This design comes from an exercise in tuning for small area, a short achievable clock period and few clock cycles on the open sky130 flow, not from production work.

==> pepper <==
==> flow/design.v <==
module sha256_counter_data_v2 (
    input wire        i_clk,
    input wire        i_rst,
    input wire        clr_data,
    input wire        cnt_data_en,
    output reg [4:0]  counter_data
);
    always @(posedge i_clk or negedge i_rst) begin
        if (!i_rst) begin
            counter_data <= 0;
        end else begin
            if (clr_data) counter_data <= 0;
            else if (cnt_data_en) counter_data <= counter_data + 5'd1;
            else counter_data <= counter_data;
        end
    end
endmodule
module sha256_counter_i_v2 (
    input wire        i_clk,
    input wire        i_rst,
    input wire        clr_i,
    input wire        cnt_i_en,
    output reg [7:0]  i
);
    always @(posedge i_clk or negedge i_rst) begin
        if (!i_rst) begin
            i <= 0;
        end else begin
            if (clr_i) i <= 0;
            else if (cnt_i_en) i <= i + 8'd1;
            else i <= i;
        end
    end
endmodule
module sha256_counter_j_v2 (
    input wire        i_clk,
    input wire        i_rst,
    input wire        clr_j,
    input wire        cnt_j_en,
    output reg [6:0]  j
);
    always @(posedge i_clk or negedge i_rst) begin
        if (!i_rst) begin
            j <= 0;
        end else begin
            if (clr_j) j <= 0;
            else if (cnt_j_en) j <= j + 7'd1;
            else j <= j;
        end
    end
endmodule
module sha256_functions_v2 (
    input  wire [5:0]  j,
    output wire [31:0] k_j
);
    assign k_j   = func_k(j);
    function [31:0] func_k;
        input [5:0] j;
        begin
            case (j)
                6'd0:  func_k = 32'h428a2f98;
                6'd1:  func_k = 32'h71374491;
                6'd2:  func_k = 32'hb5c0fbcf;
                6'd3:  func_k = 32'he9b5dba5;
                6'd4:  func_k = 32'h3956c25b;
                6'd5:  func_k = 32'h59f111f1;
                6'd6:  func_k = 32'h923f82a4;
                6'd7:  func_k = 32'hab1c5ed5;
                6'd8:  func_k = 32'hd807aa98;
                6'd9:  func_k = 32'h12835b01;
                6'd10:  func_k = 32'h243185be;
                6'd11:  func_k = 32'h550c7dc3;
                6'd12:  func_k = 32'h72be5d74;
                6'd13:  func_k = 32'h80deb1fe;
                6'd14:  func_k = 32'h9bdc06a7;
                6'd15:  func_k = 32'hc19bf174;
                6'd16:  func_k = 32'he49b69c1;
                6'd17:  func_k = 32'hefbe4786;
                6'd18:  func_k = 32'h0fc19dc6;
                6'd19:  func_k = 32'h240ca1cc;
                6'd20:  func_k = 32'h2de92c6f;
                6'd21:  func_k = 32'h4a7484aa;
                6'd22:  func_k = 32'h5cb0a9dc;
                6'd23:  func_k = 32'h76f988da;
                6'd24:  func_k = 32'h983e5152;
                6'd25:  func_k = 32'ha831c66d;
                6'd26:  func_k = 32'hb00327c8;
                6'd27:  func_k = 32'hbf597fc7;
                6'd28:  func_k = 32'hc6e00bf3;
                6'd29:  func_k = 32'hd5a79147;
                6'd30:  func_k = 32'h06ca6351;
                6'd31:  func_k = 32'h14292967;
                6'd32:  func_k = 32'h27b70a85;
                6'd33:  func_k = 32'h2e1b2138;
                6'd34:  func_k = 32'h4d2c6dfc;
                6'd35:  func_k = 32'h53380d13;
                6'd36:  func_k = 32'h650a7354;
                6'd37:  func_k = 32'h766a0abb;
                6'd38:  func_k = 32'h81c2c92e;
                6'd39:  func_k = 32'h92722c85;
                6'd40:  func_k = 32'ha2bfe8a1;
                6'd41:  func_k = 32'ha81a664b;
                6'd42:  func_k = 32'hc24b8b70;
                6'd43:  func_k = 32'hc76c51a3;
                6'd44:  func_k = 32'hd192e819;
                6'd45:  func_k = 32'hd6990624;
                6'd46:  func_k = 32'hf40e3585;
                6'd47:  func_k = 32'h106aa070;
                6'd48:  func_k = 32'h19a4c116;
                6'd49:  func_k = 32'h1e376c08;
                6'd50:  func_k = 32'h2748774c;
                6'd51:  func_k = 32'h34b0bcb5;
                6'd52:  func_k = 32'h391c0cb3;
                6'd53:  func_k = 32'h4ed8aa4a;
                6'd54:  func_k = 32'h5b9cca4f;
                6'd55:  func_k = 32'h682e6ff3;
                6'd56:  func_k = 32'h748f82ee;
                6'd57:  func_k = 32'h78a5636f;
                6'd58:  func_k = 32'h84c87814;
                6'd59:  func_k = 32'h8cc70208;
                6'd60:  func_k = 32'h90befffa;
                6'd61:  func_k = 32'ha4506ceb;
                6'd62:  func_k = 32'hbef9a3f7;
                default:func_k = 32'hc67178f2;
            endcase
        end
    endfunction
endmodule
module sha256_padding_v2_top (
    input  wire [31:0] i_word,
    input  wire [3:0]  i_k,
    input  wire        i_wphase,    
    input  wire        i_last,      
    input  wire        i_padblk,    
    input  wire [7:0]  i_N,
    input  wire [8:0]  i_bit_miss,
    output wire [31:0] o_word
);
    wire [3:0]  q = i_bit_miss[8:5];
    wire [4:0]  s = i_bit_miss[4:0];
    wire [3:0]  kb = 4'd15 - q;                  
    wire [16:0] len = {i_N, 9'd0} - {8'd0, i_bit_miss};
    wire at_b   = (i_k == kb);
    wire past_b = (i_k > kb);
    wire at_b1  = (i_k == kb + 4'd1) & (q != 4'd0);   
    wire [31:0] mask_b = {32{1'b1}} << s;
    wire [31:0] one_b  = {31'd0, 1'b1} << (s - 5'd1);
    wire act_l = i_wphase & i_last;
    wire act_p = i_wphase & i_padblk;
    wire [31:0] keep = act_p ? 32'd0 :
                       ~act_l ? {32{1'b1}} :
                       past_b ? 32'd0 :
                       at_b ? mask_b : {32{1'b1}};
    wire pad_at   = act_l & at_b & (s != 5'd0);
    wire pad_31   = (act_l & at_b1 & (s == 5'd0)) |
                    (act_p & (i_k == 4'd0) & (i_bit_miss == 9'd0));
    wire len_here = (i_k == 4'd15) & (act_p | (act_l & ~(i_bit_miss <= 9'd64)));
    assign o_word = (i_word & keep)
                  | (pad_at ? one_b : 32'd0)
                  | {pad_31, 31'd0}
                  | (len_here ? {15'd0, len} : 32'd0);
endmodule
module sha256_scheduler_v2 (
    input  wire [31:0] w0,
    input  wire [31:0] w1,
    input  wire [31:0] w9,
    input  wire [31:0] w14,
    output wire [31:0] w_new
);
    wire [31:0] sg0 = {w1[6:0], w1[31:7]} ^ {w1[17:0], w1[31:18]} ^ (w1 >> 3);
    wire [31:0] sg1 = {w14[16:0], w14[31:17]} ^ {w14[18:0], w14[31:19]} ^ (w14 >> 10);
    assign w_new = sg1 + w9 + sg0 + w0;
endmodule
module sha256_v2(
    input wire i_clk,
    input wire i_rst,
    input wire i_write,
    input wire [7:0] i_N,
    input wire [8:0] i_bit_miss,
    input wire i_read,
    input wire [31:0] i_data,
    output reg [31:0] o_data,
    output reg o_done
);
    localparam [255:0] IV = {32'h6a09e667, 32'hbb67ae85, 32'h3c6ef372, 32'ha54ff53a,
                             32'h510e527f, 32'h9b05688c, 32'h1f83d9ab, 32'h5be0cd19};
    reg        wr_r;         
    reg        rd_r, rd_d2;  
    reg [7:0]  n_r;          
    reg [8:0]  bm_r;         
    reg [6:0]  t;            
    reg        padblk;       
    reg [7:0]  blk;          
    reg        ro_d, ro_en;  
    reg [2:0]  rc;           
    wire first    = (blk == 8'd0) & ~padblk;
    wire last     = (blk == n_r - 8'd1) & ~padblk;
    wire need_pad = (bm_r <= 9'd64);
    wire t_lo     = ~t[6] & ~t[5] & ~t[4];           
    wire rnd_en   = t_lo ? (wr_r | padblk) : ~t[6];   
    wire t64      = t[6];
    wire fin      = t64 & (padblk | (last & ~need_pad));
    wire ring_add = t64 | (t[5] & t[4] & t[3] & t[2] & (t[1] | t[0]));  
    wire iv_ld    = (t == 7'd0) & first & ~wr_r;
    wire rot      = ro_en & rd_d2 & (rc != 3'd7);
    always @(posedge i_clk or negedge i_rst) begin
        if (!i_rst) begin
            wr_r   <= 1'b0;
            t      <= 7'd0;
            padblk <= 1'b0;
            blk    <= 8'd0;
            ro_d   <= 1'b0;
            ro_en  <= 1'b0;
            rc     <= 3'd0;
            o_done <= 1'b0;
        end else begin
            wr_r  <= i_write;
            ro_d  <= fin;
            ro_en <= ro_d | (ro_en & (t == 7'd0));
            o_done <= (t == 7'd63) & ~(last & need_pad);
            if (rot) rc <= rc + 3'd1;
            if (fin) rc <= 3'd0;
            if (rnd_en) t <= t + 7'd1;
            else if (t64) t <= 7'd0;
            if (t64) begin
                if (fin) begin
                    blk    <= 8'd0;
                    padblk <= 1'b0;
                end else if (last) begin
                    padblk <= 1'b1;
                end else begin
                    blk <= blk + 8'd1;
                end
            end
        end
    end
    always @(posedge i_clk) begin
        rd_r  <= i_read;
        rd_d2 <= rd_r;
        n_r   <= i_N;
        bm_r  <= i_bit_miss;
    end
    reg [31:0] W [0:15];
    wire [31:0] wt;       
    wire [31:0] w_new;
    sha256_padding_v2_top u_pad (
        .i_word(W[15]),
        .i_k(t[3:0]),
        .i_wphase(t_lo),
        .i_last(last),
        .i_padblk(padblk),
        .i_N(n_r),
        .i_bit_miss(bm_r),
        .o_word(wt)
    );
    sha256_scheduler_v2 u_sched (
        .w0(W[0]), .w1(W[1]), .w9(W[9]), .w14(W[14]),
        .w_new(w_new)
    );
    wire w15_sched = rnd_en & (t >= 7'd15) & (t <= 7'd62);
    integer i;
    always @(posedge i_clk) begin
        if (rnd_en) begin
            for (i = 0; i < 14; i = i + 1) W[i] <= W[i+1];
            W[14] <= wt;
        end
        W[15] <= w15_sched ? w_new : i_data;
    end
    reg [31:0] a, b, c, d, e, f, g, h;
    reg [31:0] HA1, HA2, HA3, HE0, HE1, HE2, HE3;
    wire [31:0] k_t;
    sha256_functions_v2 u_k (.j(t[5:0]), .k_j(k_t));
    wire [31:0] s0  = {a[1:0], a[31:2]} ^ {a[12:0], a[31:13]} ^ {a[21:0], a[31:22]};
    wire [31:0] s1  = {e[5:0], e[31:6]} ^ {e[10:0], e[31:11]} ^ {e[24:0], e[31:25]};
    wire [31:0] ch  = (e & f) ^ (~e & g);
    wire [31:0] maj = (a & b) ^ (a & c) ^ (b & c);
    wire [31:0] t1  = h + s1 + ch + k_t + wt;
    wire [31:0] t2  = s0 + maj;
    reg [31:0] iva, ive;
    always @(*) begin
        case (t[1:0])
            2'd0: begin iva = IV[255:224]; ive = IV[127:96]; end
            2'd1: begin iva = IV[159:128]; ive = IV[31:0];   end
            2'd2: begin iva = IV[191:160]; ive = IV[63:32];  end
            default: begin iva = IV[223:192]; ive = IV[95:64]; end
        endcase
    end
    wire [31:0] add_a = (first ? iva : HA3) + a;
    wire [31:0] add_e = (first ? ive : HE3) + e;
    always @(posedge i_clk) begin
        if (iv_ld) begin
            a <= IV[255:224]; b <= IV[223:192]; c <= IV[191:160]; d <= IV[159:128];
            e <= IV[127:96];  f <= IV[95:64];   g <= IV[63:32];   h <= IV[31:0];
        end else if (t64) begin
            a <= add_a; b <= o_data; c <= HA1; d <= HA2;
            e <= add_e; f <= HE0; g <= HE1; h <= HE2;
        end else if (rnd_en) begin
            a <= t1 + t2; b <= a; c <= b; d <= c;
            e <= d + t1;  f <= e; g <= f; h <= g;
        end
    end
    always @(posedge i_clk) begin
        if (ring_add) begin
            o_data <= add_a; HA1 <= o_data; HA2 <= HA1; HA3 <= HA2;
            HE0 <= add_e; HE1 <= HE0; HE2 <= HE1; HE3 <= HE2;
        end else if (rot) begin
            o_data <= HA1; HA1 <= HA2; HA2 <= HA3; HA3 <= HE0;
            HE0 <= HE1; HE1 <= HE2; HE2 <= HE3;
        end
    end
endmodule
==> flow/run.sh <==
#!/bin/bash
# synth_recipe.tcl (not shown) runs the flow's synth.tcl, then flattens the netlist and writes it again
# the make line also repeats each setting of config.mk as NAME=value (left out here)
make -C /OpenROAD-flow-scripts/flow DESIGN_CONFIG=/design/flow/config.mk WORK_HOME=/design/flow/orfs CLKGATE_MAP_FILE= SYNTH_SCRIPT=/design/flow/synth_recipe.tcl finish
==> flow/config.mk <==
export PLATFORM = sky130hd
export DESIGN_NAME = sha256_v2
export DESIGN_NICKNAME = sha256_v2
export VERILOG_FILES = /design/flow/design.v
export SDC_FILE = /design/flow/constraint.sdc
export NUM_CORES = 8
export LEC_CHECK = 0
export CAP_MARGIN = 20
export CORE_MARGIN = 2
export CORE_UTILIZATION = 40
export SLEW_MARGIN = 20
==> flow/constraint.sdc <==
create_clock -name core_clock -period 20.0 [get_ports {i_clk}]
set_input_delay 4.0000 -clock core_clock [delete_from_list [all_inputs] [get_ports {i_clk}]]
set_output_delay 4.0000 -clock core_clock [all_outputs]
set_load 0.01 [all_outputs]
==> willow: changes against pepper <==
--- a/flow/design.v
+++ b/flow/design.v
@@ -196,3 +196,4 @@
     wire first    = (blk == 8'd0) & ~padblk;
-    wire last     = (blk == n_r - 8'd1) & ~padblk;
+    reg        last_r;       
+    wire last     = last_r & ~padblk;
     wire need_pad = (bm_r <= 9'd64);
@@ -205,2 +206,3 @@
     wire rot      = ro_en & rd_d2 & (rc != 3'd7);
+    wire [7:0] blk_nx = ~t64 ? blk : (fin ? 8'd0 : (last ? blk : blk + 8'd1));
     always @(posedge i_clk or negedge i_rst) begin
@@ -215,4 +217,6 @@
             o_done <= 1'b0;
+            last_r <= 1'b0;
         end else begin
             wr_r  <= i_write;
+            last_r <= (i_N == blk_nx + 8'd1);
             ro_d  <= fin;
- ABC_CLOCK_PERIOD_IN_PS: unset -> 4000
==> comparison <==
Between willow and pepper, the lower cell area is in pepper (gap 1.0%, measured against pepper).
In willow the sequential cell count is higher than in pepper, by 1.
Against pepper, the count of clock-buffer cells in the layout of willow is higher by 1.
Against willow, the global-route usage of pepper is higher by 0.65 points.
In willow the via count is lower than in pepper, by about 1.8%.
Of willow and pepper, willow has the higher synthesized area (gap 0.89%, measured against pepper).
Function was not checked in any run of this note: the RTL went through the layout flow alone.

## port drivers added, routing unchanged
How much do the figures lean on ideal ports? The routed layouts below were timed once more, with nothing changed but the port constraints.
Step 1 (the two cells are an assumption about what drives the block):
set clk [get_ports {i_clk}]
set_driving_cell -lib_cell sky130_fd_sc_hd__clkbuf_16 $clk
set_driving_cell -lib_cell sky130_fd_sc_hd__buf_2 [delete_from_list [all_inputs] $clk]
Step 2 times the ports against the registers' clock, not the clock port: input delays grow and output delays shrink by t, the midpoint of the rising clock arrivals with the driver on.
a / b / c = no drivers / after step 1 / after step 2; a / b = the first two.
| run | shift t [ns] | slack for setup (ns) | pins driven straight from the clock port |
|---|---|---|---|
| pepper | 0.825 | 9.378 / 9.378 / 9.378 | 1 |
| willow | 0.816 | 9.932 / 9.932 / 9.932 | 1 |
After both steps setup and hold are still met in every run listed.
